Background: an optimization exercise with open tools, aiming at small area, a short achievable clock period and few clock cycles per item. Do not read the settings as production practice.
Where RTL was checked, it was by simulation tests only, not by an equivalence proof against the original.

==> module divisor_secuencial, before the edit <==
module divisor_secuencial #(
    parameter N = 32
) (
    input  logic             clk,
    input  logic             rst,
    input  logic             valid,
    input  logic [N-1:0]     A,
    input  logic [N-1:0]     B,
    output logic [N-1:0]     Q,
    output logic [N-1:0]     R,
    output logic             done,
    output logic             error
);
    localparam int W = 5;   
    logic [N-1:0] x_reg;     
    logic [N-1:0] d_reg;     
    logic [N-1:0] q_reg;     
    logic [W-1:0] cnt;       
    logic         err_reg;
    logic s_align, s_step, s_done;
    logic idle;
    assign idle = !(s_align || s_step || s_done);
    function automatic logic [W:0] clz(input logic [N-1:0] v);
        clz = N;
        for (int i = 0; i < N; i++)
            if (v[i]) clz = N - 1 - i;
    endfunction
    logic [W:0] clz_x, clz_d;
    logic [W:0] shamt;
    logic       b_zero, no_bits;
    assign clz_x   = clz(x_reg);
    assign clz_d   = clz(d_reg);
    assign b_zero  = clz_d[W];               
    assign no_bits = clz_x > clz_d;          
    assign shamt   = clz_d - clz_x;
    logic [N:0]   diff;
    logic         ge;
    assign diff = {1'b0, x_reg} - {1'b0, d_reg};
    assign ge   = !diff[N];
    assign Q     = q_reg;
    assign R     = x_reg;
    assign done  = s_done;
    assign error = err_reg;
    always_ff @(posedge clk or posedge rst) begin
        if (rst) begin
            s_align <= 1'b0;
            s_step  <= 1'b0;
            s_done  <= 1'b0;
        end else begin
            s_align <= idle && valid;
            s_step  <= (s_align && !b_zero && !no_bits) || (s_step && cnt != '0);
            s_done  <= (s_align && (b_zero || no_bits)) || (s_step && cnt == '0);
        end
    end
    always_ff @(posedge clk) begin
        if (idle)
            x_reg <= A;
        else if (s_step && ge)
            x_reg <= diff[N-1:0];
        if (idle)
            d_reg <= B;
        else if (s_align)
            d_reg <= d_reg << shamt[W-1:0];
        else
            d_reg <= d_reg >> 1;
        if (s_step)
            q_reg <= {q_reg[N-2:0], ge};
        else
            q_reg <= '0;
        if (s_align)
            cnt <= shamt[W-1:0];
        else
            cnt <= cnt - 1'b1;
        if (s_align)
            err_reg <= b_zero;
    end
endmodule
make LEC_CHECK=0 CAP_MARGIN=20 CORE_MARGIN=2 CORE_UTILIZATION=40 PLACE_DENSITY=0.6 SLEW_MARGIN=20 finish   # period 10.0 ns
run.sh (not shown) runs the stock make flow with config.mk's settings and CLKGATE_MAP_FILE= SYNTH_SCRIPT=/design/flow/synth_recipe.tcl, a recipe that flattens the netlist after the stock synthesis.
Testbench counts at the start, summed over its fixed seeds: cycles 32,178, items 3,600.
Change:
==> flow/design.v (replaced) <==
module divisor_secuencial #(
    parameter N = 32
) (
    input  logic             clk,
    input  logic             rst,
    input  logic             valid,
    input  logic [N-1:0]     A,
    input  logic [N-1:0]     B,
    output logic [N-1:0]     Q,
    output logic [N-1:0]     R,
    output logic             done,
    output logic             error
);
    logic [N-1:0] x_reg;     
    logic [N-1:0] d_reg;     
    logic [N-1:0] q_reg;     
    logic [4:0]   cnt;       
    logic         err_reg;
    logic s_align, s_step, s_done;
    logic idle;
    assign idle = !(s_align || s_step || s_done);
    function automatic logic [5:0] lzc32(input logic [31:0] v);
        logic [15:0] z1;  logic [15:0] c1;         
        logic [7:0]  z2;  logic [15:0] c2;         
        logic [3:0]  z3;  logic [11:0] c3;         
        logic [1:0]  z4;  logic [7:0]  c4;         
        for (int i = 0; i < 16; i++) begin
            z1[i] = !(v[2*i+1] || v[2*i]);
            c1[i] = !v[2*i+1];
        end
        for (int i = 0; i < 8; i++) begin
            z2[i] = z1[2*i+1] && z1[2*i];
            c2[2*i+:2] = z1[2*i+1] ? {1'b1, c1[2*i]} : {1'b0, c1[2*i+1]};
        end
        for (int i = 0; i < 4; i++) begin
            z3[i] = z2[2*i+1] && z2[2*i];
            c3[3*i+:3] = z2[2*i+1] ? {1'b1, c2[4*i+:2]} : {1'b0, c2[4*i+2+:2]};
        end
        for (int i = 0; i < 2; i++) begin
            z4[i] = z3[2*i+1] && z3[2*i];
            c4[4*i+:4] = z3[2*i+1] ? {1'b1, c3[6*i+:3]} : {1'b0, c3[6*i+3+:3]};
        end
        lzc32 = {z4[1] && z4[0], z4[1] ? {1'b1, c4[3:0]} : {1'b0, c4[7:4]}};
    endfunction
    logic [5:0] lz_a, lz_b;
    logic [4:0] shamt;
    always_ff @(posedge clk) begin
        lz_a <= lzc32(A);
        lz_b <= lzc32(B);
    end
    assign shamt = lz_b[4:0] - lz_a[4:0];
    logic [N:0]   diff;
    logic         ge;
    assign diff = {1'b0, x_reg} - {1'b0, d_reg};
    assign ge   = !diff[N];
    assign Q     = q_reg;
    assign R     = x_reg;
    assign done  = s_done;
    assign error = err_reg;
    always_ff @(posedge clk or posedge rst) begin
        if (rst) begin
            s_align <= 1'b0;
            s_step  <= 1'b0;
            s_done  <= 1'b0;
        end else begin
            s_align <= idle && valid;
            s_step  <= (s_align && ge && !lz_b[5]) || (s_step && cnt != '0);
            s_done  <= (s_align && (!ge || lz_b[5])) || (s_step && cnt == '0);
        end
    end
    always_ff @(posedge clk) begin
        if (idle)
            x_reg <= A;
        else if (s_step && ge)
            x_reg <= diff[N-1:0];
        if (idle)
            d_reg <= B;
        else if (s_align)
            d_reg <= d_reg << shamt;
        else
            d_reg <= d_reg >> 1;
        if (s_step)
            q_reg <= {q_reg[N-2:0], ge};
        else
            q_reg <= '0;
        if (s_align)
            cnt <= shamt;
        else
            cnt <= cnt - 1'b1;
        if (s_align)
            err_reg <= lz_b[5];
    end
endmodule
Effect:
- maximum frequency rises by 31%
- global-route usage rose by 2.4 points
- die area increases by 5.7%
- count of clock-buffer cells in the layout goes up by 9
- cell area came out higher by 6.8%
- area after synthesis is higher by 5.9%
- worst hold slack is worse by 0.0034 ns
Testbench counts after the change, summed over its fixed seeds: cycles 32,125, items 3,600.

---

## the reference run
divisor_secuencial, a different RTL version from the one above (not shown whole).
Size: about 130 I/O pins, roughly 8000 um2 of cells after synthesis.
==> module divisor_secuencial, before the edit <==
module divisor_secuencial #(
    parameter N = 32
) (
    input  logic             clk,
    input  logic             rst,
    input  logic             valid,
    input  logic [N-1:0]     A,
    input  logic [N-1:0]     B,
    output logic [N-1:0]     Q,
    output logic [N-1:0]     R,
    output logic             done,
    output logic             error
);
    logic [N-1:0] x_reg;     
    logic [N-1:0] d_reg;     
    logic [N-1:0] q_reg;     
    logic [4:0]   cnt;       
    logic         err_reg;
    logic s_align, s_step, s_done;
    logic idle, quick;
    assign idle  = !(s_align || s_step || s_done);
    assign quick = s_align && s_done;
    function automatic logic [5:0] lzc32(input logic [31:0] v);
        logic [15:0] z1;  logic [15:0] c1;         
        logic [7:0]  z2;  logic [15:0] c2;         
        logic [3:0]  z3;  logic [11:0] c3;         
        logic [1:0]  z4;  logic [7:0]  c4;         
        for (int i = 0; i < 16; i++) begin
            z1[i] = !(v[2*i+1] || v[2*i]);
            c1[i] = !v[2*i+1];
        end
        for (int i = 0; i < 8; i++) begin
            z2[i] = z1[2*i+1] && z1[2*i];
            c2[2*i+:2] = z1[2*i+1] ? {1'b1, c1[2*i]} : {1'b0, c1[2*i+1]};
        end
        for (int i = 0; i < 4; i++) begin
            z3[i] = z2[2*i+1] && z2[2*i];
            c3[3*i+:3] = z2[2*i+1] ? {1'b1, c2[4*i+:2]} : {1'b0, c2[4*i+2+:2]};
        end
        for (int i = 0; i < 2; i++) begin
            z4[i] = z3[2*i+1] && z3[2*i];
            c4[4*i+:4] = z3[2*i+1] ? {1'b1, c3[6*i+:3]} : {1'b0, c3[6*i+3+:3]};
        end
        lzc32 = {z4[1] && z4[0], z4[1] ? {1'b1, c4[3:0]} : {1'b0, c4[7:4]}};
    endfunction
    logic [5:0] lz_a, lz_b;
    logic [4:0] shamt;
    always_ff @(posedge clk) begin
        lz_a <= lzc32(A);
        lz_b <= lzc32(B);
    end
    assign shamt = lz_b[4:0] - lz_a[4:0];
    logic [N-1:0] d_shift;
    always_comb begin
        logic [N-1:0] t;
        logic [4:0]   s;
        s = s_align ? shamt : 5'd0;
        if (!s_align)
            t = d_reg >> 1;
        else if (s[0])
            t = d_reg << 1;
        else
            t = d_reg;
        if (s[1]) t = t << 2;
        if (s[2]) t = t << 4;
        if (s[3]) t = t << 8;
        if (s[4]) t = t << 16;
        d_shift = t;
    end
    logic [N-1:0] a_from, b_from;    
    logic         a_short;
    always_comb begin
        a_from[N-1] = A[N-1];
        b_from[N-1] = B[N-1];
        for (int i = N - 2; i >= 0; i--) begin
            a_from[i] = a_from[i+1] || A[i];
            b_from[i] = b_from[i+1] || B[i];
        end
    end
    assign a_short = |(b_from & ~a_from);
    logic [N-1:0] diff;
    logic         ge;
    assign diff = x_reg - d_reg;
    assign ge   = x_reg >= d_reg;        
    assign Q     = q_reg;
    assign R     = x_reg;
    assign done  = s_done;
    assign error = err_reg;
    always_ff @(posedge clk or posedge rst) begin
        if (rst) begin
            s_align <= 1'b0;
            s_step  <= 1'b0;
            s_done  <= 1'b0;
        end else begin
            s_align <= idle && valid;
            s_step  <= (s_align && !quick && ge && !lz_b[5]) || (s_step && cnt != '0);
            s_done  <= (idle && valid && a_short) ||
                       (s_align && !quick && (!ge || lz_b[5])) || (s_step && cnt == '0);
        end
    end
    always_ff @(posedge clk) begin
        if (idle)
            x_reg <= A;
        else if (s_step && ge)
            x_reg <= diff;
        if (idle)
            d_reg <= B;
        else
            d_reg <= d_shift;
        if (s_step)
            q_reg <= {q_reg[N-2:0], ge};
        else
            q_reg <= '0;
        if (s_align)
            cnt <= shamt;
        else
            cnt <= cnt - 1'b1;
        err_reg <= !idle && lz_b[5];
    end
endmodule
clock: 10.0 ns
lec_check: 0
cap_margin: 20
core_margin: 2
core_utilization: 40
place_density: 0.6
slew_margin: 20
standard.sh (not shown) runs the stock make flow with config.mk's settings and CLKGATE_MAP_FILE= SYNTH_SCRIPT=/design/flow/synth_recipe.tcl, a recipe that flattens the netlist after the stock synthesis.
==> flow/flow/run.sh <==
#!/bin/bash
# The standard layout (standard.sh), with changes to how it is made only:
#  - the ports are buffered with sky130_fd_sc_hd__buf_2 instead of the resizer's default pick;
#  - The clock tree is built from sky130_fd_sc_hd__clkbuf_8.
#  - repair_timing aims for extra setup slack at the design's 10 ns clock.
#  - denser placement (PLACE_DENSITY 0.7).
# The SDC, the clock period and everything else are the standard flow's own.
bash standard.sh "BUFFER_PORTS_ARGS=-buffer_cell sky130_fd_sc_hd__buf_2" SETUP_SLACK_MARGIN=6.9 CTS_BUF_LIST=sky130_fd_sc_hd__clkbuf_8 PLACE_DENSITY=0.7 finish > standard.log 2>&1
Setup changes, the reference run to the trial run
--- a/flow/design.v
+++ b/flow/design.v
@@ -68,15 +68,12 @@
         d_shift = t;
     end
-    logic [N-1:0] a_from, b_from;    
+    logic [N-1:0] b_above;       
     logic         a_short;
     always_comb begin
-        a_from[N-1] = A[N-1];
-        b_from[N-1] = B[N-1];
-        for (int i = N - 2; i >= 0; i--) begin
-            a_from[i] = a_from[i+1] || A[i];
-            b_from[i] = b_from[i+1] || B[i];
-        end
+        b_above[N-1] = 1'b0;
+        for (int i = N - 2; i >= 0; i--)
+            b_above[i] = b_above[i+1] || B[i+1];
     end
-    assign a_short = |(b_from & ~a_from);
+    assign a_short = !(|(A & ~b_above)) && (b_above[0] || B[0]);
     logic [N-1:0] diff;
     logic         ge;
No stage failed in the trial run, and the final checks on the layout all came back clean.
Density: the trial run sparser than the reference run
When the trial run is measured against the reference run, its die area turns out about 1.6% higher.
Routed metal-1 wire length of the trial run falls short of that of the reference run by a little under 10%.
Max number of non-clock buffers across the reference run and the trial run: the reference run
The number of different library cells in the post-synthesis netlist of the trial run falls short of that of the reference run by about 8%.
Side by side, relative slew slack turned out higher in the trial run than in the reference run.
Minimum clock period for the trial run: 0.60 ns down relative to the reference run
Changes observed in the trial run relative to the reference run: maximum count of clock buffers along a single path held steady, first-iteration DRC count grew by 308, synthesized instance count grew by 45, die extent in y grew by 0.80%.
Compared with the reference run, number of vias in the routed layout in the trial run increased slightly.
Testbench counts of the trial run, summed over its fixed seeds: cycles 30,393, items 3,600.
The RTL of the reference run was laid out without a check of its function.

-- re-timing with driven ports --
Ports are ideal in the flow. The routed layouts listed here were re-timed in OpenROAD.
Step 1 sets driving cells, clkbuf_16 on the clock port and buf_2 on the other inputs (assumed; they add their load-dependent delay and slew).
Step 2 also shifts input and output timing later by t, the mid clock arrival at the registers, as if the neighbouring blocks saw the same clock.
Three values: ideal, step 1, step 2; two values: the first two.
run | t, ns | setup WS [ns] | worst setup path after step 2 | worst slew at a driven data input, ns
the first run of note 1 | 0.408 | 4.946 / 4.946 / 4.946 | register to register | 0.05
the second run of note 1 | 0.460 | 6.134 / 6.155 / 5.695 | input to register | 0.06
the reference run | 0.506 | 6.315 / 6.312 / 5.805 | input to register | 0.06
the trial run | 0.499 | 6.912 / 6.874 / 6.508 | input to register | 0.05
After both steps setup and hold are still met in every run listed. For the reference run, which loses most, drivers alone change the setup slack by -0.003 ns; drivers and shift together by -0.510 ns.
